From an optimization exercise on the open Yosys and OpenROAD flow, aimed at small area, a short achievable clock period and few clock cycles per item; shortcuts taken in it are not production practice. RTL that was checked went through simulation tests only; none was proved equivalent to the original. Function not checked in runs 1, 2 and 4 to 6: the RTL went through the layout flow alone.

===== run.sh =====
#!/bin/bash
# synth_recipe.tcl (not shown) runs the flow's synth.tcl, then flattens the netlist and writes it again
# the make line also repeats each setting of config.mk as NAME=value (left out here)
make -C /OpenROAD-flow-scripts/flow DESIGN_CONFIG=/design/flow/config.mk WORK_HOME=/design/flow/orfs CLKGATE_MAP_FILE= SYNTH_SCRIPT=/design/flow/synth_recipe.tcl finish

===== config.mk =====
export PLATFORM = sky130hd
export DESIGN_NAME = reciprocal_float
export DESIGN_NICKNAME = reciprocal_float
export VERILOG_FILES = /design/flow/design.v
export SDC_FILE = /design/flow/constraint.sdc
export NUM_CORES = 4
export LEC_CHECK = 0
export CAP_MARGIN = 20
export CORE_MARGIN = 2
export CORE_UTILIZATION = 40
export SLEW_MARGIN = 20

===== constraint.sdc =====
create_clock -name core_clock -period 11.0 [get_ports {clk}]
set_input_delay 2.2000 -clock core_clock [delete_from_list [all_inputs] [get_ports {clk}]]
set_output_delay 2.2000 -clock core_clock [all_outputs]
set_load 0.01 [all_outputs]

===== design.v =====
module register_param #(
    parameter BIT_LENGTH = 2048
) (
    input clk, rst,
    input load,
    input [BIT_LENGTH - 1 : 0] parIn,
    output reg [BIT_LENGTH - 1 : 0] parOut
);
    always@(posedge clk, posedge rst) begin
        if (rst == 1)
            parOut <= 0;
        else begin
            if (load == 1)
                parOut <= parIn;
        end
    end
endmodule
module adder #(
    parameter BIT_LENGTH = 32
) (
    input signed [BIT_LENGTH - 1 : 0] in1, in2,
    input mode,  
    output signed [BIT_LENGTH - 1 : 0] out
);
    assign out = (mode == 1) ? (in1 + in2) : (in1 - in2);
endmodule
module upCounterRE #(
    parameter BIT_LENGTH = 16
) (
    input clk, rst,
    input init_cnt, en_cnt,
    output reg [BIT_LENGTH - 1 : 0] count
);
    always @(posedge clk, posedge rst) begin
        if (rst == 1)
            count <= 0;
        else begin
            if (init_cnt == 1)
                count <= 0;
            else if (en_cnt == 1)
                count <= count + 1;
        end
    end
endmodule
module cordic_linear_DP #(
    parameter FLOAT_SIZE = 24,
    parameter INT_SIZE = 8
) (
    input clk, rst,
    input signed [INT_SIZE + FLOAT_SIZE - 1:0] x, y, z,
    input mode,
    input loadX, loadY, loadZ,loadMode,
    input sel_input, adder_mode,
    input init_cnt, en_cnt,
    output signed [INT_SIZE + FLOAT_SIZE - 1:0] x_out, y_out, z_out,
    output co, phi
);
    wire signed [INT_SIZE + FLOAT_SIZE - 1:0] y_in, z_in;
    wire signed [INT_SIZE + FLOAT_SIZE - 1:0] out_adder_y, out_adder_z;
    assign y_in = (sel_input == 1) ? y : out_adder_y; 
    assign z_in = (sel_input == 1) ? z : out_adder_z; 
    register_param #(.BIT_LENGTH(INT_SIZE + FLOAT_SIZE)) X_Reg(
        .clk(clk),
        .rst(rst),
        .load(loadX),
        .parIn(x),
        .parOut(x_out)
    );
    register_param #(.BIT_LENGTH(INT_SIZE + FLOAT_SIZE)) Y_Reg(
        .clk(clk),
        .rst(rst),
        .load(loadY),
        .parIn(y_in),
        .parOut(y_out)
    );
    register_param #(.BIT_LENGTH(INT_SIZE + FLOAT_SIZE)) Z_Reg(
        .clk(clk),
        .rst(rst),
        .load(loadZ),
        .parIn(z_in),
        .parOut(z_out)
    );
    wire mode_val;
    register_param #(.BIT_LENGTH(1)) M_Reg(
        .clk(clk),
        .rst(rst),
        .load(loadMode),
        .parIn(mode),
        .parOut(mode_val)
    );
    wire [$clog2(FLOAT_SIZE) : 0] iter;
    upCounterRE #(.BIT_LENGTH($clog2(FLOAT_SIZE) + 1)) Iter_Count(
        .clk(clk),
        .rst(rst),
        .init_cnt(init_cnt),
        .en_cnt(en_cnt),
        .count(iter)
    );
    assign co = (iter == (FLOAT_SIZE)) ? 1'b1 : 1'b0;
    wire signed [INT_SIZE + FLOAT_SIZE - 1:0] x_shift, one, one_shift;
    assign x_shift = x >>> iter;
    assign one = { {(INT_SIZE-1){1'b0}}, 1'b1, {(FLOAT_SIZE){1'b0}} }; 
    assign one_shift = one >>> iter;
    adder #(.BIT_LENGTH(INT_SIZE + FLOAT_SIZE)) Y_Adder(
        .in1(y_out),
        .in2(x_shift),
        .mode(adder_mode),
        .out(out_adder_y)
    );
    adder #(.BIT_LENGTH(INT_SIZE + FLOAT_SIZE)) Z_Adder(
        .in1(z_out),
        .in2(one_shift),
        .mode(~adder_mode),
        .out(out_adder_z)
    );
    wire phi_rotate, phi_vector; 
    assign phi_rotate = (z_out[INT_SIZE + FLOAT_SIZE - 1] == 1) ? 1'b0 : 1'b1;
    assign phi_vector = (y_out[INT_SIZE + FLOAT_SIZE - 1] == 1) ? 1'b1 : 1'b0;
    assign phi = (mode_val == 1) ? phi_vector : phi_rotate;
endmodule
module cordic_linear_CU (
    input clk, rst,
    input start,
    input co, phi,
    output reg loadX, loadY, loadZ,loadMode,
    output reg sel_input, adder_mode,
    output reg init_cnt, en_cnt,
    output reg done
);
    parameter [1:0] IDLE = 0, INIT = 1, CALC = 2, DONE = 3;
    reg [1:0] ps, ns;
    always @(ps, start, co) begin
        case (ps)
            IDLE: ns = (start == 1) ? INIT : IDLE;
            INIT: ns = (start == 1 ) ? INIT : CALC;
            CALC: ns = (co == 1) ? DONE : CALC;
            DONE: ns = IDLE;
            default: ns = IDLE;
        endcase
    end
    always @(ps, phi) begin
        loadX = 0;
        loadY = 0;
        loadZ = 0;
        loadMode = 0;
        sel_input = 0;
        adder_mode = 0;
        init_cnt = 0;
        en_cnt = 0;
        done = 0;
        case (ps)
            IDLE: ;
            INIT: begin
                init_cnt = 1;
                loadX = 1;
                loadY = 1;
                loadZ = 1;
                loadMode = 1;
                sel_input = 1;
            end
            CALC: begin
                adder_mode = phi;
                en_cnt = 1;
                sel_input = 0;
                loadY = 1;
                loadZ = 1;
            end 
            DONE: done = 1;
            default: ;
        endcase
    end
    always @(posedge clk or posedge rst) begin
        if (rst == 1)
            ps <= IDLE;
        else 
            ps <= ns;
    end
endmodule
module cordic_linear #(
    parameter FLOAT_SIZE = 24,
    parameter INT_SIZE = 8
) (
    input clk, rst,
    input start,
    input signed [INT_SIZE + FLOAT_SIZE - 1:0] x, y, z,
    input mode,
    output signed [INT_SIZE + FLOAT_SIZE - 1:0] x_out, y_out, z_out,
    output done
);
    wire loadX, loadY, loadZ, loadMode;
    wire sel_input, adder_mode;
    wire init_cnt, en_cnt;
    wire co, phi;
    cordic_linear_DP #(.FLOAT_SIZE(FLOAT_SIZE), .INT_SIZE(INT_SIZE)) DP (
        .clk(clk),
        .rst(rst),
        .x(x),
        .y(y),
        .z(z),
        .mode(mode),
        .loadX(loadX),
        .loadY(loadY),
        .loadZ(loadZ),
        .loadMode(loadMode),
        .sel_input(sel_input),
        .adder_mode(adder_mode),
        .init_cnt(init_cnt),
        .en_cnt(en_cnt),
        .x_out(x_out),
        .y_out(y_out),
        .z_out(z_out),
        .co(co),
        .phi(phi)
    );
    cordic_linear_CU CU (
        .clk(clk),
        .rst(rst),
        .start(start),
        .co(co),
        .phi(phi),
        .loadX(loadX),
        .loadY(loadY),
        .loadZ(loadZ),
        .loadMode(loadMode),
        .sel_input(sel_input),
        .adder_mode(adder_mode),
        .init_cnt(init_cnt),
        .en_cnt(en_cnt),
        .done(done)
    );
endmodule
module reciprocal_float_DP (
    input clk, rst,
    input [31:0] x,
    input loadE, loadM, loadS,
    input selE, start_cordic,
    output [31:0] out,
    output done_cordic, zero_flag
);
    wire [7:0] E_val, E_in;
    wire [7:0] out_sub, E_reg_in;
    assign E_in = x[30:23];
    register_param #(.BIT_LENGTH(8)) E_Reg(
        .clk(clk),
        .rst(rst),
        .load(loadE),
        .parIn(E_reg_in),
        .parOut(E_val)
    );
    wire [22:0] M_val, M_in;
    assign M_in = x[22:0];
    register_param #(.BIT_LENGTH(23)) M_Reg(
        .clk(clk),
        .rst(rst),
        .load(loadM),
        .parIn(M_in),
        .parOut(M_val)
    );
    wire S_val, S_in;
    assign S_in = x[31];
    register_param #(.BIT_LENGTH(1)) S_Reg(
        .clk(clk),
        .rst(rst),
        .load(loadS),
        .parIn(S_in),
        .parOut(S_val)
    );
    assign E_reg_in = (selE == 1) ? E_in : out_sub;
    wire frac_zero;
    assign frac_zero = ~(|M_val);
    wire cin;
    assign cin = (frac_zero == 1) ? 1'b1 : 1'b0;
    assign out_sub = $unsigned(8'd253) - $unsigned(E_val) + cin;
    localparam FLOAT_SIZE = 24;
    localparam INT_SIZE = 2;
    wire signed [INT_SIZE + FLOAT_SIZE - 1:0] x_in, z, y;
    assign y = { {(INT_SIZE-1){1'b0}}, 1'b1, {(FLOAT_SIZE){1'b0}} };  
    assign z = {(INT_SIZE + FLOAT_SIZE){1'b0}};  
    assign x_in = { 2'b01, M_val, 1'b0};
    wire mode;
    assign mode = 1'b1;  
    wire signed [INT_SIZE + FLOAT_SIZE - 1:0] x_out, y_out, z_out;
    cordic_linear #(.FLOAT_SIZE(FLOAT_SIZE), .INT_SIZE(INT_SIZE)) Cordic_core(
        .clk(clk),
        .rst(rst),
        .start(start_cordic),
        .x(x_in),
        .y(y),
        .z(z),
        .mode(mode),
        .x_out(x_out),
        .y_out(y_out),
        .z_out(z_out),
        .done(done_cordic)
    );
    assign out = {S_val, E_val, z_out[22:0] };
    wire exp_zero;
    assign exp_zero = ~(|E_val);
    assign zero_flag = exp_zero && frac_zero;
endmodule
module reciprocal_float_CU (
    input clk, rst,
    input start,
    input done_cordic, zero_input,
    output reg loadE, loadM, loadS,
    output reg selE, start_cordic,
    output reg done, zero_flag
);
    parameter [2:0] IDLE = 0, INIT = 1, EXP = 2, CALC = 3, ZERO = 4;
    reg [2:0] ps, ns;
    always @(ps, start, zero_input, done_cordic) begin
        case (ps)
            IDLE: ns = (start == 1) ? INIT : IDLE;
            INIT: ns = (start == 1) ? INIT : EXP;
            EXP: ns = (zero_input == 1) ? ZERO : CALC;
            CALC: ns = (done_cordic == 1) ? IDLE : CALC;
            ZERO: ns = IDLE; 
            default: ns = IDLE;
        endcase
    end
    always @(ps, done_cordic, zero_input) begin
        loadE = 0;
        loadM = 0;
        loadS = 0;
        selE = 0;
        start_cordic = 0;
        done = 0;
        zero_flag = 0;
        case (ps)
            IDLE: ;
            INIT: begin
                selE = 1;
                loadE = 1;
                loadM = 1;
                loadS = 1;
            end 
            EXP: begin
                loadE = 1;
                start_cordic = ~zero_input;  
            end
            CALC: done = done_cordic;
            ZERO: begin
                done = 1;
                zero_flag = 1;
            end
            default: ;
        endcase
    end
    always @(posedge clk or posedge rst) begin
        if (rst == 1)
            ps <= IDLE;
        else 
            ps <= ns;
    end
endmodule
module reciprocal_float(
    input clk, rst,
    input start,
    input [31:0] x,
    output [31:0] out,
    output done, zero_flag
);
    localparam K = 2;           
    localparam NC = 12;        
    localparam W = 30;           
    reg busy, done_r;
    reg [4:0] cnt;
    reg [22:0] m_r;
    reg [W-1:0] r;
    reg s_r, zf_r;
    reg [7:0] e_r;
    wire [24:0] X = {1'b1, m_r, 1'b0};
    wire [W-1:0] rr [0:K];
    assign rr[0] = r;
    genvar g, j;
    generate
        for (g = 0; g < K; g = g + 1) begin : st
            wire [4:0] it = cnt * K + g;
            wire [W-1:0] xm;
            for (j = 0; j < W; j = j + 1) begin : msk
                if (j < 25)
                    assign xm[j] = X[j] & (j >= it);
                else
                    assign xm[j] = 1'b0;
            end
            wire p = ~rr[g][W-1];
            wire [W:0] tt = {rr[g], 1'b1} + {xm ^ {W{p}}, p};
            wire [W-1:0] t = tt[W:1];
            assign rr[g+1] = {t[W-2:0], p};
        end
    endgenerate
    always @(posedge clk or posedge rst) begin
        if (rst) begin
            busy <= 1'b0;
            done_r <= 1'b0;
        end else begin
            done_r <= busy && (cnt == NC - 1);
            if (!busy)
                busy <= start;
            else if (cnt == NC - 1)
                busy <= 1'b0;
        end
    end
    always @(posedge clk) begin
        cnt <= busy ? cnt + 5'd1 : 5'd0;
        r <= busy ? rr[K] : 30'h1000000;
        m_r <= x[22:0];
        s_r <= x[31];
        zf_r <= ~(|x[30:0]);
        e_r <= 8'd253 - x[30:23] + {7'd0, ~(|x[22:0])};
    end
    assign done = done_r;
    assign zero_flag = zf_r;
    assign out = {s_r, e_r, r[20:0], ~r[W-1], 1'b1};
endmodule

==> metrics.md, run 1 <==
| Metric | Value |
|---|---|
| Status | `complete, no violations` |
| HP Class | `register to register` |
| # Post-CTS Setup Buffers | `0` |
| Die X | `~120 um` |
| Global-route wire length before repair | `26.5 mm` |
| Syn Area/Cell | `~8 um^2` |
| RR Endpoint | `r[28]` |
| Period minus WS final | `6270 ps` |
| IO Count | `slightly below 70` |
| Clock Tree Root | `clkbuf_16` |
| Worst Setup Path Type | `register to register` |
| FMAX | `between 0.15 and 0.2 GHz` |
| Final nets | `around 860` |
| Final cell utilization of the core | `a little under half` |
| Vias in the first global route | `about 5100` |
| Worst r2r src | `r[29]` |
| Yosys warnings | `1` |
| Worst reg-to-reg path cell count | `21` |
| Initial antenna violation count | `0` |
| Leading area contributor after synthesis | `dfxtp_1` |
| PortBufs | `67` |
| Slew HR | `about a third` |
| CP arrival | `6510 ps` |
| Final period util | `57.0%` |
| Clock Sink Count | `70` |
| Hold_sp | `cnt[0]` |
| DR DRC count | `0` |
| Post-synth top cells | `nor2_1 (76), xnor2_1 (75), nand2_1 (69)` |
| CTS buffer count | `9` |
| Initial Utilization | `40.6%` |
| Setup slack, reg-to-reg | `~4700 ps` |
| Cell Rows | `44` |
| Clock tree buffer depth | `2` |
| Via/cell ratio | `roughly 5.5` |
| Netlist cell types | `62` |
| Post-synth EDFFs | `0` |
| Hold buffer count at cts | `0` |
| RSZ-0062 raised after global routing | `false` |
| Share of cells above drive strength 1 | `roughly 4.1%` |
| Cells after synthesis | `slightly above 700` |
| Post-cts resize count | `0` |
| CTS tree | `built` |
| Area growth, synth to finish | `16.2%` |
| Antenna Violating Nets Remaining | `0` |
| Crit end category | `register` |
| Die area | `between 0.015 and 0.02 mm^2` |
| Fill cell count | `1401` |
| CP required | `approximately 11000 ps` |
| Top-count cell post-synth | `nor2_1` |
| GP Congestion | `approximately 1.0` |
| H-Tree Depth | `3` |
| Post-synth top area share | `around a quarter` |
| Final hold vios | `0` |
| Remaining global-route overflow | `0` |
| Hold Path Stages | `1` |
| DPL Wire Length | `~14 mm` |
| GRT Total Usage | `~21%` |
| Routed WL | `approximately 17 mm` |
| Drt initial violations | `344` |
| Largest net degree at the start of global routing | `32` |
| Vias | `around 5200` |
| #FFs+latches synth | `70` |
| Setup crit start kind | `register` |
| Clk latency of the worst-skew pair | `about 350 ps` |
| Sequential share of the synthesized area | `around 24%` |
| WHS Endpoint | `cnt[0]` |
| DRT Pass-1 Iters | `6` |
| Core area | `around 0.014 mm^2` |
| Synth Cell Area | `just under 0.006 mm^2` |
| Post-synth top flop | `dfxtp_1` |
| Clock Pin Slew Worst Setup and Hold Paths | `~60 ps` |
| Worst-Margin Slew | `just under 1000 ps` |
| Max cap viols | `0` |
| Clock skew | `about 5.3 ps` |
| Hold Slack | `approximately 470 ps` |
| Number of max-slew violations in the final report | `0` |
| Die span in y | `125 um` |
| Setup tns final | `0 ps` |
| Post-DR wirelength/cell | `17.6 um` |
| Area of the multi-input gates | `0.00406 mm^2` |
| Worst-path fanout max | `24` |
| Flip-flop and latch area | `0.00141 mm^2` |
| Fraction of registers with async set/reset | `2.86%` |
| Synth top area cells | `dfxtp_1 (23%), ha_1 (14%), xnor2_1 (11%)` |
| Syn Nets | `just over 800` |
| Number of setup violations in the final report | `0` |
| Ant. Diodes | `0` |
## state kept, by name, summed over array words and instances (netlist names)
| signal | count |
|---|---|
| e_r | 8 |
| cnt | 5 |
| s_r | 1 |
| r | 30 |
| zf_r | 1 |
| busy | 1 |
| done_r | 1 |
| m_r | 23 |
## placed cells by master, fill, tap and decap left out, drive strengths merged, types with 6 or more instances in the layout
cell,n
nor2,77
xnor2,75
nand2,69
dfxtp,68
clkdlybuf4s50,67
ha,63
a21oi,47
a21o,29
o21ai,27
xor2,26
nor3,23
inv,23
nand3,19
o21a,17
nand4,14
nor2b,11
clkbuf,10
nor4,9
and3,6
o21bai,6
nand2b,6
## cell type report
type                       count  share of cell area (%)
clock inverter                 6                    1.03
sequential                    70                    20.8
tap                          184                    3.40
multi-input combinational    588                    59.9
inverter                      21                    1.16
timing repair buffer          70                    10.2
clock buffer                  10                    3.38
## per-layer routing
metal | track usage [%] | routed length [um] | part of all wire (%)
met4 | 8.66 | 472 | 2.8
met1 | 28.0 | 7700 | 46
met3 | 4.34 | 1100 | 6.6
met2 | 34.6 | 7450 | 45
met5 | 0 | 0 | 0
## through the flow
stage / setup WS [ps] / cells / area, um^2
floorplan: 5330 / 725 / 5830
global placement: 4900 / 933 / 6470
detailed placement: 4840 / 933 / 6470
CTS: 4800 / 949 / 6770
global route: 4250 / 949 / 6770
finish: 4730 / 949 / 6770
## how the worst max path moves through the flow
stage | startpoint | endpoint | slack, ps | cells past startpoint
2_1_floorplan | r[29] | r[29] | 5330 | 24
6_report | r[29] | r[28] | 4730 | 21
3_5_place_dp | r[29] | r[28] | 4840 | 20
4_1_cts | r[29] | r[28] | 4800 | 21
3_3_place_gp | r[29] | r[28] | 4900 | 20
5_1_grt | r[29] | r[28] | 4250 | 21
## logic make-up after synthesis
logic type	count (synthesis)	synth area share, %
other	1	0.0643
muxes	3	0.515
and+or+nand+nor	255	20.7
DFF	70	24.2
AOI/OAI and AO/OA	165	19.7
buffers and inverters	67	6.16
adders and majority gates	63	13.5
xor gates and xnor gates	101	15.2
## critical path, cell delays in order (launching register included)
cell	delay, ps
dfxtp_1	600
inv_1	330
buf_4	320
xnor2_1	170
ha_1	370
a21oi_1	210
o21ai_0	180
a31oi_1	410
nand3_1	190
o2111ai_4	460
buf_4	450
xnor2_1	240
ha_1	380
a21o_1	190
a21o_1	160
a21o_1	190
a21o_1	210
a21oi_1	260
a211oi_1	140
o31ai_1	310
a21boi_0	130
nor3_1	250
==> inputs of run 2 (changes only) <==
--- a/config.mk
+++ b/config.mk
@@ -7,2 +7,3 @@
 export LEC_CHECK = 0
+export ABC_CLOCK_PERIOD_IN_PS = 3000
 export CAP_MARGIN = 20
==> run 2 against run 1 <==
Net effect: first-iteration DRC count stayed put; critical path depth is the same; via count did not move; maximum frequency stayed put; die area unchanged; non-clock buffer count unchanged; final cell count unchanged.
==> metrics.md, run 2 <==
| Metric | Value |
|---|---|
| Ant. Diodes | `0 (unchanged)` |
| Die X | `125 um (unchanged)` |
| Worst-Margin Slew | `968 ps (unchanged)` |
| Fraction of registers with async set/reset | `2.86% (unchanged)` |
| Final hold vios | `0 (unchanged)` |
| Worst-path cell chain | `inv_1 > buf_4 > xnor2_1 > ha_1 > a21oi_1 > o21ai_0 > a31oi_1 > nand3_1 > o2111ai_4 > buf_4 > xnor2_1 > ha_1 > a21o_1 > a21o_1 > a21o_1 > a21o_1 > a21oi_1 > a211oi_1 > o31ai_1 > a21boi_0 > nor3_1 (unchanged)` |
| Post-DR wirelength/cell | `17.6 um (unchanged)` |
| Sequential share of the synthesized area | `24.2% (unchanged)` |
| Yosys warnings | `1 (unchanged)` |
| Clock Tree Root | `clkbuf_16 (unchanged)` |
| Largest net degree at the start of global routing | `32 (unchanged)` |
| PortBufs | `67 (unchanged)` |
| CP arrival | `6510 ps (about the same)` |
| Routed WL | `16.7 mm (unchanged)` |
| Hold buffer count at cts | `0 (unchanged)` |
| Post-synth top flop | `dfxtp_1 (unchanged)` |
| CP required | `11240 ps (about the same)` |
| Cells after synthesis | `725 (unchanged)` |
| Core area | `0.0144 mm^2 (unchanged)` |
| Clock skew | `5.30 ps (unchanged)` |
| CTS tree | `built (unchanged)` |
| DRT Pass-1 Iters | `6 (unchanged)` |
| Worst Setup Path Type | `register to register (unchanged)` |
| Max cap viols | `0 (unchanged)` |
| Die span in y | `125 um (unchanged)` |
| Clock tree buffer depth | `2 (unchanged)` |
| Antenna Violating Nets Remaining | `0 (unchanged)` |
| Largest regs | `r x30, m_r x23, e_r x8 (unchanged)` |
| Netlist cell types | `62 (unchanged)` |
| Clock Sink Count | `70 (unchanged)` |
| Syn Area/Cell | `8.04 um^2 (unchanged)` |
| Initial antenna violation count | `0 (unchanged)` |
| Drt initial violations | `344 (unchanged)` |
| H-Tree Depth | `3 (unchanged)` |
| Cell mode on critical path | `a21o_1 (unchanged)` |
| Commonest cells after routing, fill and taps aside | `nor2_1 (76), xnor2_1 (75), nand2_1 (69) (unchanged)` |
| Crit end category | `register (unchanged)` |
| Leading cell type in the layout, fill and taps excluded | `nor2_1 (unchanged)` |
| Number of setup violations in the final report | `0 (unchanged)` |
| Crit-path max cell delay | `600 ps (about the same)` |
| Vias | `5241 (unchanged)` |
| #FFs+latches synth | `70 (unchanged)` |
| Leading area contributor after synthesis | `dfxtp_1 (unchanged)` |
| Final cell utilization of the core | `47.1% (unchanged)` |
| Clock Pin Slew Worst Setup and Hold Paths | `60 ps (about the same)` |
| IO Count | `69 (unchanged)` |
| Post-synth top area share | `23.4% (unchanged)` |
| Share of cells above drive strength 1 | `4.05% (unchanged)` |
| Via/cell ratio | `5.52 (unchanged)` |
| Hold Slack | `469 ps (unchanged)` |
| Remaining global-route overflow | `0 (unchanged)` |
| HP Class | `register to register (unchanged)` |
| Cell family with most CP delay | `compound AO/OA/AOI/OAI gates (unchanged)` |
| Worst path buffer plus inverter count | `3 (unchanged)` |
| Synth Cell Area | `0.00583 mm^2 (unchanged)` |
| Post-synth top cells | `nor2_1 (76), xnor2_1 (75), nand2_1 (69) (unchanged)` |
| Post-cts resize count | `0 (unchanged)` |
| GRT Total Usage | `21.5% (unchanged)` |
| Clk latency of the worst-skew pair | `350 ps (about the same)` |
| Post-synth EDFFs | `0 (unchanged)` |
| Final instance area | `0.00677 mm^2 (unchanged)` |
| Syn Nets | `823 (unchanged)` |
| Area growth, synth to finish | `16.2% (unchanged)` |
| Placed Area | `0.00647 mm^2 (unchanged)` |
| CTS buffer count | `9 (unchanged)` |
| RSZ-0062 raised after global routing | `false (unchanged)` |
| Final nets | `858 (unchanged)` |
| DR DRC count | `0 (unchanged)` |
| DPL Wire Length | `13.6 mm (unchanged)` |
| Die area | `0.0156 mm^2 (unchanged)` |
| Top-count cell post-synth | `nor2_1 (unchanged)` |
| Setup tns final | `0 ps (unchanged)` |
| Period minus WS final | `6270 ps (unchanged)` |
| Status | `complete, no violations (unchanged)` |
| Cell Rows | `44 (unchanged)` |
| Synth top area cells | `dfxtp_1 (23%), ha_1 (14%), xnor2_1 (11%) (unchanged)` |
| Final period util | `57.0% (unchanged)` |
| Number of max-slew violations in the final report | `0 (unchanged)` |
| Slew HR | `34.9% (unchanged)` |
| FMAX | `0.159 GHz (unchanged)` |
| Worst-path fanout max | `24 (unchanged)` |
| Vias in the first global route | `5115 (unchanged)` |
| Global-route wire length before repair | `26.5 mm (unchanged)` |
| Setup crit start kind | `register (unchanged)` |
| Max reg flops | `30 (unchanged)` |
| # Post-CTS Setup Buffers | `0 (unchanged)` |
| Most flops, register | `r (unchanged)` |
| Initial Utilization | `40.6% (unchanged)` |
| GP Congestion | `1.02 (unchanged)` |
| Worst path slowest cell | `dfxtp_1 (unchanged)` |
-- run 2: cell counts in the layout (fill, tap and decap cells not counted) --
No cell type changed its count.
-- run 2: kinds of logic (layout without fill, tap and decap cells) --
family / Yosys count / after routing / synth area share (%)
and+or+nand+nor: 255 / 255 / 20.7
AOI/OAI and AO/OA: 165 / 165 / 19.7
xor gates and xnor gates: 101 / 101 / 15.2
DFF: 70 / 70 / 24.2
buffers and inverters: 67 / 107 / 6.16
adders and majority gates: 63 / 63 / 13.5
muxes: 3 / 3 / 0.515
other: 1 / 1 / 0.0643
-- run 2: worst paths after layout --
check	start	to	slack, ps	cells past startpoint
worst max-delay path	r[29]	r[28]	4730	21
worst min-delay path	cnt[0]	cnt[0]	470	1
worst max register to register	r[29]	r[28]	4730	21
worst min register to register	cnt[0]	cnt[0]	470	1
max in group asynchronous	rst	busy	8890	2
min in group asynchronous	rst	busy	2000	2
-- run 2: per-stage QoR --
step	cells	worst slack, ps
finish	949	4730
global route	949	4250
CTS	949	4800
detailed placement	933	4840
global placement	933	4900
floorplan	725	5330
-- run 2: final cells by class --
| type | instances | area [um^2] |
|---|---|---|
| clock inverter | 6 | 70.1 |
| tap | 184 | 230 |
| sequential | 70 | 1410 |
| multi-input combinational | 588 | 4060 |
| clock buffer | 10 | 229 |
| fill | 1401 | 7600 |
| timing repair buffer | 70 | 693 |
| inverter | 21 | 78.8 |
-- run 2: metal layers --
metal	track usage, %	vias up	wire, um
li1	-	2601	-
met1	28.0	2431	7700
met2	34.6	180	7450
met3	4.34	29	1100
met4	8.66	0	472
met5	0	-	0
==> inputs of run 3 (changes only) <==
--- a/design.v
+++ b/design.v
@@ -362,7 +362,7 @@
 );
-    localparam K = 2;           
-    localparam NC = 12;        
+    localparam K = 2;            
+    localparam NC = 24 / K;      
     localparam W = 30;           
     reg busy, done_r;
-    reg [4:0] cnt;
+    reg [3:0] cnt;
     reg [22:0] m_r;
@@ -386,4 +386,3 @@
             wire p = ~rr[g][W-1];
-            wire [W:0] tt = {rr[g], 1'b1} + {xm ^ {W{p}}, p};
-            wire [W-1:0] t = tt[W:1];
+            wire [W-1:0] t = rr[g] + (xm ^ {W{p}}) + {{(W-1){1'b0}}, p};
             assign rr[g+1] = {t[W-2:0], p};
@@ -404,3 +403,3 @@
     always @(posedge clk) begin
-        cnt <= busy ? cnt + 5'd1 : 5'd0;
+        cnt <= busy ? cnt + 4'd1 : 4'd0;
         r <= busy ? rr[K] : 30'h1000000;
--- a/config.mk
+++ b/config.mk
@@ -7,3 +7,2 @@
 export LEC_CHECK = 0
-export ABC_CLOCK_PERIOD_IN_PS = 3000
 export CAP_MARGIN = 20
==> run 3 against run 2 <==
Net effect: non-clock buffer count did not move; hold slack improved by 24 ps; final cell count fell by 6.7%; register-to-register slack got worse by 620 ps; die area fell by 3.4%; worst setup slack got worse by 620 ps; critical path type unchanged.
==> metrics.md, run 3 <==
| Metric | Value |
|---|---|
| Drt initial violations | `270 (was 344)` |
| Final nets | `800 (was 858)` |
| Worst-Margin Slew | `667 ps (was 968 ps)` |
| Area growth, synth to finish | `17.2% (was 16.2%)` |
| CP arrival | `7130 ps (was 6510 ps)` |
| Sequential share of the synthesized area | `24.7% (was 24.2%)` |
| Global-route wire length before repair | `22.8 mm (was 26.5 mm)` |
| Cells after synthesis | `657 (was 725)` |
| Final hold vios | `0 (unchanged)` |
| Crit end category | `register (unchanged)` |
| Clock Sink Count | `69 (was 70)` |
| Largest regs | `r x30, m_r x23, e_r x8 (unchanged)` |
| Yosys warnings | `1 (unchanged)` |
| Clock Tree Root | `clkbuf_16 (unchanged)` |
| Synth Cell Area | `0.00562 mm^2 (was 0.00583 mm^2)` |
| Fraction of registers with async set/reset | `2.90% (was 2.86%)` |
| Period minus WS final | `6890 ps (was 6270 ps)` |
| GRT Total Usage | `19.8% (was 21.5%)` |
| Post-cts resize count | `0 (unchanged)` |
| Ant. Diodes | `0 (unchanged)` |
| FMAX | `0.145 GHz (was 0.159 GHz)` |
| Max cap viols | `0 (unchanged)` |
| Final period util | `62.7% (was 57.0%)` |
| Post-DR wirelength/cell | `16.0 um (was 17.6 um)` |
| Largest net degree at the start of global routing | `28 (was 32)` |
| Setup tns final | `0 ps (unchanged)` |
| Clock Pin Slew Worst Setup and Hold Paths | `60 ps (about the same)` |
| Cell Rows | `43 (was 44)` |
| Flip-flop and latch area | `0.00139 mm^2 (was 0.00141 mm^2)` |
| Leading area contributor after synthesis | `dfxtp_1 (unchanged)` |
| HP Class | `register to register (unchanged)` |
| Hold_sp | `cnt[0] (unchanged)` |
| Area of the multi-input gates | `0.00389 mm^2 (was 0.00406 mm^2)` |
| Worst reg-to-reg path cell count | `23 (was 21)` |
| Via/cell ratio | `5.26 (was 5.52)` |
| Max reg flops | `30 (unchanged)` |
| Top-count cell post-synth | `dfxtp_1 (was nor2_1)` |
| CTS tree | `built (unchanged)` |
| Post-synth top flop | `dfxtp_1 (unchanged)` |
| Number of setup violations in the final report | `0 (unchanged)` |
| Vias in the first global route | `4539 (was 5115)` |
| DPL Wire Length | `11.5 mm (was 13.6 mm)` |
| Post-synth top area share | `23.9% (was 23.4%)` |
| Worst Setup Path Type | `register to register (unchanged)` |
| DR DRC count | `0 (unchanged)` |
| PortBufs | `67 (unchanged)` |
| Setup crit start kind | `register (unchanged)` |
| Die X | `123 um (was 125 um)` |
| Initial Utilization | `40.7% (was 40.6%)` |
| Antenna Violating Nets Remaining | `0 (unchanged)` |
| Core area | `0.0138 mm^2 (was 0.0144 mm^2)` |
| DRT Pass-1 Iters | `4 (was 6)` |
| Syn Area/Cell | `8.56 um^2 (was 8.04 um^2)` |
| Synth top area cells | `dfxtp_1 (24%), ha_1 (14%), xnor2_1 (10%) (was dfxtp_1 (23%), ha_1 (14%), xnor2_1 (11%))` |
| Post-synth top cells | `dfxtp_1 (67), nand2_1 (65), xnor2_1 (65) (was nor2_1 (76), xnor2_1 (75), nand2_1 (69))` |
| Clock tree buffer depth | `2 (unchanged)` |
| Netlist cell types | `60 (was 62)` |
| Worst-path fanout max | `15 (was 24)` |
| Hold Path Stages | `1 (unchanged)` |
| Fill cell count | `1344 (was 1401)` |
| Routed WL | `14.2 mm (was 16.7 mm)` |
| Slew HR | `55.5% (was 34.9%)` |
| Die span in y | `123 um (was 125 um)` |
| CP required | `11240 ps (about the same)` |
| H-Tree Depth | `3 (unchanged)` |
| #FFs+latches synth | `69 (was 70)` |
| Initial antenna violation count | `0 (unchanged)` |
| Number of max-slew violations in the final report | `0 (unchanged)` |
| Remaining global-route overflow | `0 (unchanged)` |
| CTS buffer count | `9 (unchanged)` |
| # Post-CTS Setup Buffers | `0 (unchanged)` |
| Status | `complete, no violations (unchanged)` |
| Share of cells above drive strength 1 | `6.10% (was 4.05%)` |
| Final cell utilization of the core | `47.6% (was 47.1%)` |
| Vias | `4652 (was 5241)` |
| RSZ-0062 raised after global routing | `false (unchanged)` |
| Worst r2r src | `r[29] (unchanged)` |
| Commonest cells after routing, fill and taps aside | `dfxtp_1 (67), clkdlybuf4s50_1 (67), nand2_1 (65), xnor2_1 (65), ha_1 (63) (was nor2_1 (76), xnor2_1 (75), nand2_1 (69))` |
| Post-synth EDFFs | `0 (unchanged)` |
| Hold buffer count at cts | `0 (unchanged)` |
| IO Count | `69 (unchanged)` |
| Clock skew | `12.4 ps (was 5.30 ps)` |
| Origin of the worst setup path | `r[29] (unchanged)` |
| Die area | `0.0150 mm^2 (was 0.0156 mm^2)` |
| Most flops, register | `r (unchanged)` |
| GP Congestion | `0.964 (was 1.02)` |
| Clk latency of the worst-skew pair | `350 ps (about the same)` |
| Syn Nets | `757 (was 823)` |
==> run 3: cell types whose count changed after synthesis, moves of 9 or more <==
cell,previous run,this run
nor3_1,23,8
xor2_1,26,42
nand4_1,14,5
o21a_1,17,8
nor2_1,76,26
and2_1,4,26
xnor2_1,75,65
==> run 3: metrics by stage <==
step	cell area (um^2)	instances	setup WS, ps	hold WS (ps)
2_1_floorplan	5620	657	5010	437
3_3_place_gp	6290	869	4480	471
3_5_place_dp	6290	869	4220	473
4_1_cts	6590	885	4190	488
5_1_grt	6590	885	3790	503
6_report	6590	885	4110	493
==> run 3: kinds of logic after synthesis <==
| logic type | Yosys count | synth area share [%] |
|---|---|---|
| simple gates | 203 | 18.5 |
| compound gates | 149 | 18.4 |
| xor+xnor | 109 | 17.6 |
| flops | 69 | 24.7 |
| fa+ha+maj | 65 | 14.7 |
| buf+inv | 61 | 6.07 |
| other cells | 1 | 0.0667 |
==> run 3: worst max-delay path: stages, from the launching register on <==
cell,delay (ps)
dfxtp_1,610
inv_1,450
ha_1,340
or2_2,300
fa_1,420
a211oi_1,280
o211ai_1,170
a21oi_2,250
a311oi_2,170
and2b_4,220
a21oi_4,200
xor2_4,480
buf_4,370
xor2_1,200
ha_1,310
a21oi_1,180
and2b_2,260
nor3_1,220
o211ai_1,170
a311oi_1,530
nor3_1,120
a211oi_1,260
xor2_1,100
and2_1,170
==> run 3: area by class of cell <==
class / count / share of cell area [%]
clock buffers: 10 / 3.63
clock inverters: 6 / 0.950
inverters: 23 / 1.31
repair buffers: 70 / 10.5
multi-input cells: 527 / 59.1
well taps: 180 / 3.42
flip-flops and latches: 69 / 21.1
==> run 3: worst paths after layout <==
check / slack (ps) / endpoint
min in group asynchronous: 2010 / done_r
worst min register to register: 490 / cnt[0]
worst max register to register: 4110 / r[29]
worst max-delay path: 4110 / r[29]
max in group asynchronous: 8880 / busy
worst min-delay path: 490 / cnt[0]
==> run 3: layer usage <==
metal | global-route usage [%] | routed length (um) | share of wire [%] | vias to the layer above
met5 | 0 | 0 | 0 | -
met4 | 6.54 | 227 | 1.6 | 0
met3 | 3.81 | 697 | 4.9 | 13
met2 | 31.8 | 6470 | 46 | 116
met1 | 26.6 | 6770 | 48 | 2166
li1 | - | - | - | 2357
Testbench counts of run 3, summed over its fixed seeds: cycles 22,400, items 1,600.
==> inputs of run 4 (changes only) <==
--- a/design.v
+++ b/design.v
@@ -363,3 +363,3 @@
     localparam K = 2;            
-    localparam NC = 24 / K;      
+    localparam NC = 11;          
     localparam W = 30;           
@@ -369,3 +369,3 @@
     reg [W-1:0] r;
-    reg s_r, zf_r;
+    reg s_r, zf_r, p24_r;
     reg [7:0] e_r;
@@ -377,3 +377,3 @@
         for (g = 0; g < K; g = g + 1) begin : st
-            wire [4:0] it = cnt * K + g;
+            wire [4:0] it = 5'd2 + cnt * K + g;
             wire [W-1:0] xm;
@@ -386,3 +386,5 @@
             wire p = ~rr[g][W-1];
-            wire [W-1:0] t = rr[g] + (xm ^ {W{p}}) + {{(W-1){1'b0}}, p};
+            wire [W-1:0] t;
+            wire [W:0] tt = {rr[g], 1'b1} + {xm ^ {W{p}}, p};
+            assign t = tt[W:1];
             assign rr[g+1] = {t[W-2:0], p};
@@ -390,2 +392,3 @@
     endgenerate
+    wire [23:0] y2 = 24'h800000 - {1'b0, x[22:0]};
     always @(posedge clk or posedge rst) begin
@@ -404,3 +407,4 @@
         cnt <= busy ? cnt + 4'd1 : 4'd0;
-        r <= busy ? rr[K] : 30'h1000000;
+        r <= busy ? rr[K] : {{(W-26){y2[23]}}, y2, 2'b00};
+        p24_r <= ~rr[K][W-1];
         m_r <= x[22:0];
@@ -408,3 +412,3 @@
         zf_r <= ~(|x[30:0]);
-        e_r <= 8'd253 - x[30:23] + {7'd0, ~(|x[22:0])};
+        e_r <= ~x[30:23] - 8'd2 + {7'd0, ~(|m_r)};
     end
@@ -412,3 +416,3 @@
     assign zero_flag = zf_r;
-    assign out = {s_r, e_r, r[20:0], ~r[W-1], 1'b1};
+    assign out = {s_r, e_r, r[20:0], p24_r, 1'b1};
 endmodule
==> run 4 against run 3 <==
Net effect: still clean on timing, DRC and antenna; non-clock buffer count is 1 lower; sequential cell count up 1; die area increased by 14%; routed wire length grew 38%; critical path depth grew 1; hold slack improved by 1.5 ps; highest routed layer unchanged.
==> metrics.md, run 4 <==
| Metric | Value |
|---|---|
| Post-synth top flop | `dfxtp_1 (unchanged)` |
| Clock Pin Slew Worst Setup and Hold Paths | `60 ps (about the same)` |
| Netlist cell types | `70 (was 60)` |
| Cell mode on critical path | `o21ai_0` |
| Flip-flop and latch area | `0.00141 mm^2 (was 0.00139 mm^2)` |
| Area growth, synth to finish | `15.9% (was 17.2%)` |
| Post-cts resize count | `0 (unchanged)` |
| Synth Cell Area | `0.00643 mm^2 (was 0.00562 mm^2)` |
| Slew HR | `43.4% (was 55.5%)` |
| Routed WL | `19.5 mm (was 14.2 mm)` |
| Fraction of registers with async set/reset | `2.86% (was 2.90%)` |
| Setup tns final | `0 ps (unchanged)` |
| Non-Filler Instances | `1081 (was 885)` |
| Worst path slowest cell | `and2_1 (was dfxtp_1)` |
| Largest regs | `r x30, m_r x23, e_r x8 (unchanged)` |
| Vias in the first global route | `5562 (was 4539)` |
| CP required | `11210 ps (was 11240 ps)` |
| PortBufs | `67 (unchanged)` |
| Yosys warnings | `1 (unchanged)` |
| Hold buffer count at cts | `0 (unchanged)` |
| Global-route wire length before repair | `30.2 mm (was 22.8 mm)` |
| Drt initial violations | `472 (was 270)` |
| Worst-path cell chain | `nand3_1 > xnor2_1 > o21ai_0 > nand2_1 > xnor2_1 > ha_1 > a21oi_1 > a211oi_1 > a2111oi_0 > nand3_1 > o21ai_2 > and2_1 > buf_4 > xnor2_1 > ha_1 > o21ai_0 > a22oi_1 > a21oi_1 > a21oi_1 > o21ai_0 > a31oi_1 > a31oi_1 > xor2_1 > o21ai_0 (was inv_1 > ha_1 > or2_2 > fa_1 > a211oi_1 > o211ai_1 > a21oi_2 > a311oi_2 > and2b_4 > a21oi_4 > xor2_4 > buf_4 > xor2_1 > ha_1 > a21oi_1 > and2b_2 > nor3_1 > o211ai_1 > a311oi_1 > nor3_1 > a211oi_1 > xor2_1 > and2_1)` |
| Commonest cells after routing, fill and taps aside | `xnor2_1 (88), nand2_1 (84), a21oi_1 (80) (was dfxtp_1 (67), clkdlybuf4s50_1 (67), nand2_1 (65), xnor2_1 (65), ha_1 (63))` |
| Syn Area/Cell | `7.79 um^2 (was 8.56 um^2)` |
| Die span in y | `131 um (was 123 um)` |
| Antenna Violating Nets Remaining | `0 (unchanged)` |
| Setup crit start kind | `register (unchanged)` |
| Worst-Margin Slew | `849 ps (was 667 ps)` |
| Number of setup violations in the final report | `0 (unchanged)` |
| CTS tree | `built (unchanged)` |
| Fill cell count | `1554 (was 1344)` |
| RSZ-0062 raised after global routing | `false (unchanged)` |
| Area of the multi-input gates | `0.00463 mm^2 (was 0.00389 mm^2)` |
| Leading area contributor after synthesis | `dfxtp_1 (unchanged)` |
| Clock Tree Root | `clkbuf_16 (unchanged)` |
| Post-DR wirelength/cell | `18.0 um (was 16.0 um)` |
| GP Congestion | `0.940 (was 0.964)` |
| Top-count cell post-synth | `xnor2_1 (was dfxtp_1)` |
| Via/cell ratio | `5.47 (was 5.26)` |
| Vias | `5917 (was 4652)` |
| Most flops, register | `r (unchanged)` |
| Post-synth top area share | `21.2% (was 23.9%)` |
| Crit-path max cell delay | `600 ps (was 610 ps)` |
| Remaining global-route overflow | `0 (unchanged)` |
| GR Util met2 | `34.5% (was 31.8%)` |
| CTS buffer count | `9 (unchanged)` |
| Cell Rows | `46 (was 43)` |
| Leading cell type in the layout, fill and taps excluded | `xnor2_1` |
| DRT Pass-1 Iters | `4 (unchanged)` |
| IO Count | `69 (unchanged)` |
| Worst Setup Path Type | `register to register (unchanged)` |
| Ant. Diodes | `0 (unchanged)` |
| Post-synth top cells | `xnor2_1 (88), nand2_1 (84), a21oi_1 (80) (was dfxtp_1 (67), nand2_1 (65), xnor2_1 (65))` |
| Worst-path fanout max | `21 (was 15)` |
| Die area | `0.0171 mm^2 (was 0.0150 mm^2)` |
| DR DRC count | `0 (unchanged)` |
| Sequential share of the synthesized area | `21.9% (was 24.7%)` |
| Cells after synthesis | `826 (was 657)` |
| Max reg flops | `30 (unchanged)` |
| GR Util met1 | `35.5% (was 26.6%)` |
| Final nets | `960 (was 800)` |
| GR Layer Usage met3 | `3.22% (was 3.81%)` |
| #FFs+latches synth | `70 (was 69)` |
| H-Tree Depth | `3 (unchanged)` |
| Initial Utilization | `40.6% (was 40.7%)` |
| Clock Sink Count | `70 (was 69)` |
| Crit end category | `register (unchanged)` |
| Final hold vios | `0 (unchanged)` |
| Clock tree buffer depth | `2 (unchanged)` |
| # Post-CTS Setup Buffers | `0 (unchanged)` |
| Share of cells above drive strength 1 | `4.16% (was 6.10%)` |
| Period minus WS final | `7190 ps (was 6890 ps)` |
| GRT Total Usage | `23.4% (was 19.8%)` |
| Syn Nets | `926 (was 757)` |
| Synth top area cells | `dfxtp_1 (21%), ha_1 (13%), xnor2_1 (12%) (was dfxtp_1 (24%), ha_1 (14%), xnor2_1 (10%))` |
| GRT Max-Usage Layer | `met1 (was met2)` |
| CP arrival | `7400 ps (was 7130 ps)` |
| Post-synth EDFFs | `0 (unchanged)` |
| Largest net degree at the start of global routing | `52 (was 28)` |
| Max cap viols | `0 (unchanged)` |
| Status | `complete, no violations (unchanged)` |
| Final cell utilization of the core | `47.1% (was 47.6%)` |
| Die X | `131 um (was 123 um)` |
| HP Class | `register to register (unchanged)` |
| Number of max-slew violations in the final report | `0 (unchanged)` |
| Initial antenna violation count | `0 (unchanged)` |
| Clock skew | `11.2 ps (was 12.4 ps)` |
| Final period util | `65.4% (was 62.7%)` |
| DPL Wire Length | `15.9 mm (was 11.5 mm)` |
| Core area | `0.0158 mm^2 (was 0.0138 mm^2)` |
| Cells after DPL | `1065 (was 869)` |
| Clk latency of the worst-skew pair | `340 ps (was 350 ps)` |
| FMAX | `0.139 GHz (was 0.145 GHz)` |
run 4: changes by cell type in the layout (fill, tap and decap cells not counted), moves of 11 or more:
cell     change
and2_1      -22
nor2_1      +40
o21ai_0     +21
a21oi_1     +37
xor2_1      -11
nand2_1     +19
xnor2_1     +23
nand3_1     +15
run 4: logic make-up after synthesis:
logic type	Yosys count	share of synthesized area (%)
and+or+nand+nor	282	21.6
AOI/OAI and AO/OA	211	20.9
xor gates and xnor gates	120	16.6
buffers and inverters	76	6.11
DFF	70	21.9
adders and majority gates	65	12.6
other	1	0.0583
muxes	1	0.175
run 4: worst max-delay path: cells and delay by family (launching register included):
family                     cells  cell delay, ps
and+or+nand+nor                4            1290
DFF                            1             470
adders and majority gates      2             780
buffers and inverters          1             450
AOI/OAI and AO/OA             13            3130
xor gates and xnor gates       4             900
run 4: final timing paths:
check	start	end	slack, ps	depth (start not counted)
min	cnt[0]	cnt[0]	490	1
min reg2reg	cnt[0]	cnt[0]	490	1
max	cnt[2]	r[28]	3810	24
max in group asynchronous	rst	busy	8880	2
max reg2reg	cnt[2]	r[28]	3810	24
min in group asynchronous	rst	done_r	2020	2
run 4: routing by layer:
metal / vias up / part of all wire, %
li1: 2986 / -
met1: 2722 / 51
met2: 190 / 41
met3: 19 / 5.9
met4: 0 / 1.4
met5: - / 0
run 4: through the flow:
step	instance area [um^2]	setup WS, ps	hold WS [ps]
after detailed placement	7110	3930	479
after CTS	7450	3900	493
after global placement	7110	4130	472
final	7450	3810	494
after floorplan	6430	5240	445
after global routing	7450	3090	528
run 4: final cells by class:
type	count	area share (%)
Clock buffer	9	3.02
Tap cell	216	3.63
Clock inverter	7	1.63
Sequential cell	70	18.9
Timing Repair Buffer	69	9.20
Inverter	30	1.51
Multi-Input combinational cell	680	62.1
==> inputs of run 5 (changes only) <==
--- a/design.v
+++ b/design.v
@@ -26,2 +26,28 @@
 endmodule
+module pfx_add #(parameter W = 30) (
+    input [W-1:0] a, b,
+    input cin,
+    output [W-1:0] s
+);
+    localparam L = $clog2(W + 1);
+    wire [W:0] g [0:L];
+    wire [W:0] p [0:L];
+    assign g[0] = {a & b, cin};
+    assign p[0] = {a ^ b, 1'b0};
+    genvar l, i;
+    generate
+        for (l = 0; l < L; l = l + 1) begin : lv
+            for (i = 0; i <= W; i = i + 1) begin : b
+                if ((i >> l) & 1) begin
+                    assign g[l+1][i] = g[l][i] | (p[l][i] & g[l][((i >> l) << l) - 1]);
+                    assign p[l+1][i] = p[l][i] & p[l][((i >> l) << l) - 1];
+                end else begin
+                    assign g[l+1][i] = g[l][i];
+                    assign p[l+1][i] = p[l][i];
+                end
+            end
+        end
+    endgenerate
+    assign s = p[0][W:1] ^ g[L][W-1:0];
+endmodule
 module upCounterRE #(
@@ -387,4 +413,3 @@
             wire [W-1:0] t;
-            wire [W:0] tt = {rr[g], 1'b1} + {xm ^ {W{p}}, p};
-            assign t = tt[W:1];
+            pfx_add #(.W(W)) ad (.a(rr[g]), .b(xm ^ {W{p}}), .cin(p), .s(t));
             assign rr[g+1] = {t[W-2:0], p};
==> run 5 against run 4 <==
Net effect: still clean; worst setup slack lost 240 ps; final cell count decreased by 12%; non-clock buffer count down 1; sequential share of layout area up 1.4 points; utilization increased by 0.52 points; highest routed layer unchanged.
==> metrics.md, run 5 <==
| Metric | Value |
|---|---|
| Status | `complete, no violations (unchanged)` |
| Worst r2r src | `cnt[1] (was cnt[2])` |
| Setup WS post-layout | `3570 ps (was 3810 ps)` |
| Global-route wire length before repair | `26.5 mm (was 30.2 mm)` |
| Yosys warnings | `2 (was 1)` |
| Final cell utilization of the core | `47.6% (was 47.1%)` |
| Clock Tree Root | `clkbuf_16 (unchanged)` |
| Largest regs | `r x30, m_r x23, e_r x8 (unchanged)` |
| Worst-path fanout max | `33 (was 21)` |
| Synth top area cells | `dfxtp_1 (23%), ha_1 (13%), xnor2_1 (7.4%) (was dfxtp_1 (21%), ha_1 (13%), xnor2_1 (12%))` |
| HP Class | `register to register (unchanged)` |
| Area growth, synth to finish | `15.5% (was 15.9%)` |
| Post-synth top flop | `dfxtp_1 (unchanged)` |
| H-Tree Depth | `3 (unchanged)` |
| Worst-Margin Slew | `941 ps (was 849 ps)` |
| GRT Total Usage | `20.6% (was 23.4%)` |
| Post-synth EDFFs | `0 (unchanged)` |
| GP Congestion | `0.904 (was 0.940)` |
| Max cap viols | `0 (unchanged)` |
| DR DRC count | `0 (unchanged)` |
| Number of max-slew violations in the final report | `0 (unchanged)` |
| Number of setup violations in the final report | `0 (unchanged)` |
| Antenna Violating Nets Remaining | `0 (unchanged)` |
| Cells after synthesis | `726 (was 826)` |
| Syn Nets | `830 (was 926)` |
| # Post-CTS Setup Buffers | `0 (unchanged)` |
| RSZ-0062 raised after global routing | `false (unchanged)` |
| Vias | `5252 (was 5917)` |
| PortBufs | `67 (unchanged)` |
| Clock Pin Slew Worst Setup and Hold Paths | `60 ps (about the same)` |
| Share of cells above drive strength 1 | `5.32% (was 4.16%)` |
| Cell Rows | `44 (was 46)` |
| Die span in y | `127 um (was 131 um)` |
| FMAX | `0.135 GHz (was 0.139 GHz)` |
| Synth Cell Area | `0.00602 mm^2 (was 0.00643 mm^2)` |
| Netlist cell types | `73 (was 70)` |
| Fraction of registers with async set/reset | `2.86% (unchanged)` |
| Clk latency of the worst-skew pair | `340 ps (about the same)` |
| GR Util met1 | `26.9% (was 35.5%)` |
| GR Layer Usage met3 | `4.43% (was 3.22%)` |
| Hold_sp | `r[29] (was cnt[0])` |
| IO Count | `69 (unchanged)` |
| Syn Area/Cell | `8.29 um^2 (was 7.79 um^2)` |
| CTS buffer count | `9 (unchanged)` |
| Drt initial violations | `224 (was 472)` |
| Commonest cells after routing, fill and taps aside | `nand2_1 (70), dfxtp_1 (68), clkdlybuf4s50_1 (67) (was xnor2_1 (88), nand2_1 (84), a21oi_1 (80))` |
| Setup crit start kind | `register (unchanged)` |
| Post-DR wirelength/cell | `16.7 um (was 18.0 um)` |
| Sequential share of the synthesized area | `23.5% (was 21.9%)` |
| GR Util met2 | `33.5% (was 34.5%)` |
| Remaining global-route overflow | `0 (unchanged)` |
| GRT Max-Usage Layer | `met2 (was met1)` |
| Setup tns final | `0 ps (unchanged)` |
| Leading cell type in the layout, fill and taps excluded | `nand2_1 (was xnor2_1)` |
| CTS tree | `built (unchanged)` |
| RR Endpoint | `p24_r (was r[28])` |
| Via/cell ratio | `5.51 (was 5.47)` |
| Crit end category | `register (unchanged)` |
| Slew HR | `37.2% (was 43.4%)` |
| Initial Utilization | `41.2% (was 40.6%)` |
| DPL Wire Length | `12.6 mm (was 15.9 mm)` |
| Worst Setup Path Type | `register to register (unchanged)` |
| DRT Pass-1 Iters | `7 (was 4)` |
| Core area | `0.0146 mm^2 (was 0.0158 mm^2)` |
| Initial antenna violation count | `0 (unchanged)` |
| Ant. Diodes | `0 (unchanged)` |
| Worst reg-to-reg path cell count | `24 (unchanged)` |
| Final nets | `869 (was 960)` |
| Pre-CTS WS | `3590 ps (was 3930 ps)` |
| CP required | `11230 ps (was 11210 ps)` |
| Post-cts resize count | `0 (unchanged)` |
| Max reg flops | `30 (unchanged)` |
| WHS Endpoint | `r[1] (was cnt[0])` |
| Final hold vios | `0 (unchanged)` |
| Most flops, register | `r (unchanged)` |
| Vias in the first global route | `5263 (was 5562)` |
| Clock tree buffer depth | `2 (unchanged)` |
| Post-synth top cells | `nand2_1 (70), dfxtp_1 (68), ha_1 (61) (was xnor2_1 (88), nand2_1 (84), a21oi_1 (80))` |
| Final period util | `67.6% (was 65.4%)` |
| Largest net degree at the start of global routing | `44 (was 52)` |
| Period minus WS final | `7430 ps (was 7190 ps)` |
| Setup slack, reg-to-reg | `3570 ps (was 3810 ps)` |
| CP arrival | `7660 ps (was 7400 ps)` |
| Die X | `127 um (was 131 um)` |
| Leading area contributor after synthesis | `dfxtp_1 (unchanged)` |
| Die area | `0.0160 mm^2 (was 0.0171 mm^2)` |
| Routed WL | `16.0 mm (was 19.5 mm)` |
| Clock Sink Count | `70 (unchanged)` |
| Post-synth top area share | `22.6% (was 21.2%)` |
| Top-count cell post-synth | `nand2_1 (was xnor2_1)` |
| Clock skew | `4.33 ps (was 11.2 ps)` |
| Hold buffer count at cts | `0 (unchanged)` |
| Hold Path Stages | `1 (unchanged)` |
| #FFs+latches synth | `70 (unchanged)` |
## run 5: changes by cell type after synthesis, sizes merged, moves of 9 or more
cell / previous run / this run
a21oi: 80 / 35
nand2: 84 / 70
nor2: 66 / 53
nor4: 13 / 22
o21a: 7 / 18
o21ai: 41 / 27
or3: 7 / 18
xnor2: 88 / 51
xor2: 31 / 47
## run 5: area by class of cell
cell class                 instances  area, um^2
clock buffer                      12         246
clock inverter                     4        22.5
fill                            1424        7640
inverter                          36         135
multi-input combinational        580        4220
sequential                        70        1410
tap                              184         230
timing repair buffer              68         678
## run 5: cells by family after synthesis
logic type | count (synthesis) | synth area share (%)
AND/OR/NAND/NOR | 254 | 21.2
AO/OA/AOI/OAI | 154 | 18.6
XOR/XNOR | 98 | 14.3
buffers and inverters | 76 | 6.36
adder cells (fa/ha/maj) | 70 | 15.5
flip-flops | 70 | 23.5
multiplexers | 3 | 0.541
other | 1 | 0.0623
## run 5: stage by stage
| step | instance area, um^2 | hold WS [ps] | cells |
|---|---|---|---|
| 3_3_place_gp | 6680 | 458 | 938 |
| 4_1_cts | 6950 | 501 | 954 |
| 6_report | 6950 | 489 | 954 |
| 3_5_place_dp | 6680 | 486 | 938 |
| 2_1_floorplan | 6020 | 445 | 726 |
| 5_1_grt | 6950 | 523 | 954 |
## run 5: how the worst max path moves through the flow
stage / start / to / slack (ps)
4_1_cts: cnt[0] / p24_r / 3540
3_3_place_gp: cnt[0] / p24_r / 3770
3_5_place_dp: cnt[0] / p24_r / 3590
5_1_grt: cnt[1] / p24_r / 2980
6_report: cnt[1] / p24_r / 3570
2_1_floorplan: cnt[0] / p24_r / 4660
## run 5: critical path: stages (launching register included)
cell	delay [ps]
dfxtp_1	410
nand3_1	170
xnor2_1	630
o21ai_0	370
nand2_1	170
xnor2_1	70
ha_1	360
a21o_1	200
a31o_1	190
a221o_1	450
or4_1	490
nor2_1	110
a311o_2	740
xor2_1	150
ha_1	360
a21o_1	200
a21o_1	190
a21oi_1	290
o21a_1	380
o22ai_1	160
or4_1	480
o21ai_4	210
nand4_1	140
and4_1	210
or2_1	200
## run 5: layer usage
metal / part of all wire [%] / wire length [um]
met2: 46 / 7280
met5: 0 / 0
met3: 4.5 / 723
met1: 48 / 7620
met4: 2.2 / 352
==> inputs of run 6 (changes only) <==
--- a/design.v
+++ b/design.v
@@ -40,5 +40,5 @@
             for (i = 0; i <= W; i = i + 1) begin : b
-                if ((i >> l) & 1) begin
-                    assign g[l+1][i] = g[l][i] | (p[l][i] & g[l][((i >> l) << l) - 1]);
-                    assign p[l+1][i] = p[l][i] & p[l][((i >> l) << l) - 1];
+                if (i >= (1 << l)) begin
+                    assign g[l+1][i] = g[l][i] | (p[l][i] & g[l][i - (1 << l)]);
+                    assign p[l+1][i] = p[l][i] & p[l][i - (1 << l)];
                 end else begin
==> run 6 against run 5 <==
Net effect: design area grew 4.3%; critical endpoint is now r[29]; maximum frequency down 4.2%; clock-buffer cell count shrank 2; critical path type unchanged; still clean; utilization shrank 0.15 points; hold slack lost 8.6 ps; via count grew 10%; first-iteration DRC count up 110%.
==> metrics.md, run 6 <==
| Metric | Value |
|---|---|
| Status | `complete, no violations (unchanged)` |
| GP Congestion | `0.915 (was 0.904)` |
| Hold_sp | `cnt[0] (was r[29])` |
| Vias | `5801 (was 5252)` |
| Die area | `0.0167 mm^2 (was 0.0160 mm^2)` |
| Vias in the first global route | `5680 (was 5263)` |
| Number of max-slew violations in the final report | `0 (unchanged)` |
| Final hold vios | `0 (unchanged)` |
| GRT Total Usage | `22.6% (was 20.6%)` |
| Sequential share of the synthesized area | `22.6% (was 23.5%)` |
| Max reg flops | `30 (unchanged)` |
| Worst-path fanout max | `32 (was 33)` |
| Die X | `129 um (was 127 um)` |
| Cell mode on critical path | `xnor2_1 (was a21o_1)` |
| Number of setup violations in the final report | `0 (unchanged)` |
| Worst path buffer plus inverter count | `0 (unchanged)` |
| WHS Endpoint | `cnt[0] (was r[1])` |
| Remaining global-route overflow | `0 (unchanged)` |
| Crit-path max cell delay | `870 ps (was 740 ps)` |
| Routed WL | `18.3 mm (was 16.0 mm)` |
| DRT Pass-1 Iters | `5 (was 7)` |
| # Post-CTS Setup Buffers | `0 (unchanged)` |
| Largest regs | `r x30, m_r x23, e_r x8 (unchanged)` |
| Crit end category | `register (unchanged)` |
| Global-route wire length before repair | `29.1 mm (was 26.5 mm)` |
| Die span in y | `129 um (was 127 um)` |
| HP Class | `register to register (unchanged)` |
| Syn Nets | `885 (was 830)` |
| Worst path slowest cell | `nand3_2 (was a311o_2)` |
| Max cap viols | `0 (unchanged)` |
| Worst r2r src | `cnt[2] (was cnt[1])` |
| RSZ-0062 raised after global routing | `false (unchanged)` |
| Hold Path Stages | `1 (unchanged)` |
| Setup tns final | `0 ps (unchanged)` |
| DR DRC count | `0 (unchanged)` |
| CTS buffer count | `9 (unchanged)` |
| Final period util | `70.5% (was 67.6%)` |
| Largest net degree at the start of global routing | `52 (was 44)` |
| Non-Filler Instances | `1038 (was 954)` |
| Syn Area/Cell | `7.97 um^2 (was 8.29 um^2)` |
| Slew HR | `30.1% (was 37.2%)` |
| Leading cell type in the layout, fill and taps excluded | `xnor2_1 (was nand2_1)` |
| Post-synth top cells | `xnor2_1 (89), nand2_1 (80), a21oi_1 (79) (was nand2_1 (70), dfxtp_1 (68), ha_1 (61))` |
| Antenna Violating Nets Remaining | `0 (unchanged)` |
| Worst reg-to-reg path cell count | `23 (was 24)` |
| Netlist cell types | `68 (was 73)` |
| Period minus WS final | `7750 ps (was 7430 ps)` |
| Most flops, register | `r (unchanged)` |
| Setup crit start kind | `register (unchanged)` |
| Yosys warnings | `2 (unchanged)` |
| GR Util met2 | `36.3% (was 33.5%)` |
| Via/cell ratio | `5.59 (was 5.51)` |
| Clock Tree Root | `clkbuf_16 (unchanged)` |
| Ant. Diodes | `0 (unchanged)` |
| Fraction of registers with async set/reset | `2.86% (unchanged)` |
| CP required | `11280 ps (was 11230 ps)` |
| CTS tree | `built (unchanged)` |
| Cells after synthesis | `785 (was 726)` |
| Post-DR wirelength/cell | `17.6 um (was 16.7 um)` |
| Share of cells above drive strength 1 | `4.35% (was 5.32%)` |
| Worst-path cell chain | `nand3_1 > xnor2_1 > nor2_1 > nand3_1 > xnor2_1 > ha_1 > and3_1 > a22oi_1 > a211oi_2 > and4_4 > o21ai_0 > nand3_2 > xnor2_1 > ha_1 > nand2_1 > nor4_1 > nor3b_1 > a41o_1 > a311o_1 > o21ai_2 > o31a_1 > xnor3_1 > o21ai_1 (was nand3_1 > xnor2_1 > o21ai_0 > nand2_1 > xnor2_1 > ha_1 > a21o_1 > a31o_1 > a221o_1 > or4_1 > nor2_1 > a311o_2 > xor2_1 > ha_1 > a21o_1 > a21o_1 > a21oi_1 > o21a_1 > o22ai_1 > or4_1 > o21ai_4 > nand4_1 > and4_1 > or2_1)` |
| GR Layer Usage met3 | `5.08% (was 4.43%)` |
| Final nets | `922 (was 869)` |
| Initial Utilization | `41.0% (was 41.2%)` |
| Cell family with most CP delay | `simple AND/OR/NAND/NOR gates (was compound AO/OA/AOI/OAI gates)` |
| Worst Setup Path Type | `register to register (unchanged)` |
| Clock Sink Count | `70 (unchanged)` |
| PortBufs | `67 (unchanged)` |
| WP depth | `23 (was 24)` |
| Hold buffer count at cts | `0 (unchanged)` |
| DPL Wire Length | `14.4 mm (was 12.6 mm)` |
| Cells after DPL | `1022 (was 938)` |
| Worst-Margin Slew | `1050 ps (was 941 ps)` |
| IO Count | `69 (unchanged)` |
| Synth Cell Area | `0.00625 mm^2 (was 0.00602 mm^2)` |
| Synth top area cells | `dfxtp_1 (22%), ha_1 (13%), xnor2_1 (12%) (was dfxtp_1 (23%), ha_1 (13%), xnor2_1 (7.4%))` |
| Clock tree buffer depth | `2 (unchanged)` |
| Top-count cell post-synth | `xnor2_1 (was nand2_1)` |
| #FFs+latches synth | `70 (unchanged)` |
| FMAX | `0.129 GHz (was 0.135 GHz)` |
| Clock skew | `5.40 ps (was 4.33 ps)` |
| Core area | `0.0153 mm^2 (was 0.0146 mm^2)` |
| GR Util met1 | `30.4% (was 26.9%)` |
| Post-cts resize count | `0 (unchanged)` |
| CP arrival | `8030 ps (was 7660 ps)` |
| GRT Max-Usage Layer | `met2 (unchanged)` |
| Initial antenna violation count | `0 (unchanged)` |
| RR Endpoint | `r[29] (was p24_r)` |
| Cell Rows | `45 (was 44)` |
| Clk latency of the worst-skew pair | `350 ps (was 340 ps)` |
| Post-synth top flop | `dfxtp_1 (unchanged)` |
| Commonest cells after routing, fill and taps aside | `xnor2_1 (89), nand2_1 (80), a21oi_1 (79) (was nand2_1 (70), dfxtp_1 (68), clkdlybuf4s50_1 (67))` |
| Leading area contributor after synthesis | `dfxtp_1 (unchanged)` |
| Setup slack, reg-to-reg | `3250 ps (was 3570 ps)` |
| Area growth, synth to finish | `15.8% (was 15.5%)` |
| Post-synth EDFFs | `0 (unchanged)` |
| Clock Pin Slew Worst Setup and Hold Paths | `60 ps (about the same)` |
| Post-synth top area share | `21.8% (was 22.6%)` |
| H-Tree Depth | `3 (unchanged)` |
| Drt initial violations | `474 (was 224)` |
-- run 6: logic make-up (layout without fill, tap and decap cells) --
family	count (synthesis)	count (layout)	share of synthesized area, %
compound gates	207	207	21.4
xor+xnor	122	122	17.3
fa+ha+maj	65	65	13.0
buf+inv	57	99	4.92
flops	70	70	22.6
mux	3	3	0.520
other cells	1	1	0.0600
simple gates	260	260	20.3
-- run 6: area by class of cell --
type                       count  area (um^2)
timing repair buffer          68          678
fill                        1489         8020
inverter                      15         56.3
tap                          211          264
multi-input combinational    658         4540
sequential                    70         1410
clock inverter                 6         62.6
clock buffer                  10          229
-- run 6: how the worst max path moves through the flow --
stage	startpoint	endpoint	slack [ps]
floorplan	cnt[2]	r[29]	4960
global placement	cnt[2]	r[29]	3670
detailed placement	cnt[2]	r[29]	3390
CTS	cnt[2]	r[29]	3320
global route	cnt[2]	r[29]	2730
finish	cnt[2]	r[29]	3250
-- run 6: metal layers --
layer,vias up,wire length [um]
met4,0,328
li1,2859,-
met3,28,1260
met5,-,0
met1,2732,8460
met2,182,8220
-- run 6: metrics by stage --
step	cell area (um^2)	utilization (%)	hold WS [ps]	setup slack [ps]
6_report	7240	47.5	480	3250
5_1_grt	7240	47.5	505	2730
4_1_cts	7240	47.5	485	3320
3_5_place_dp	6950	45.6	471	3390
3_3_place_gp	6950	45.6	461	3670
2_1_floorplan	6250	-	445	4960

-- re-timing with driven ports --
In the flow no input, the clock included, has a driving cell. The finished layouts below were timed again as built, in two steps.
Step 1 assumes that a clkbuf_16 drives the clock port and a buf_2 every other input.
Step 2 times the ports against the registers' clock, not the clock port: input delays grow and output delays shrink by t, the midpoint of the rising clock arrivals with the driver on.
Slacks: no drivers / after step 1 / after step 2; pairs: no drivers / after step 1.
| run | t (ns) | setup WS [ns] | worst setup path after step 2 | clock arrival spread, ns |
|---|---|---|---|---|
| run 1 | 0.385 | 4.725 / 4.725 / 4.725 | register to register | 0.005 / 0.005 |
| run 2 | 0.385 | 4.725 / 4.725 / 4.725 | register to register | 0.005 / 0.005 |
| run 3 | 0.380 | 4.107 / 4.107 / 4.107 | register to register | 0.012 / 0.012 |
| run 4 | 0.380 | 3.811 / 3.811 / 3.811 | register to register | 0.011 / 0.011 |
| run 5 | 0.381 | 3.569 / 3.569 / 3.569 | register to register | 0.005 / 0.004 |
| run 6 | 0.387 | 3.247 / 3.247 / 3.247 | register to register | 0.005 / 0.005 |
After both steps setup and hold are still met in every run listed.
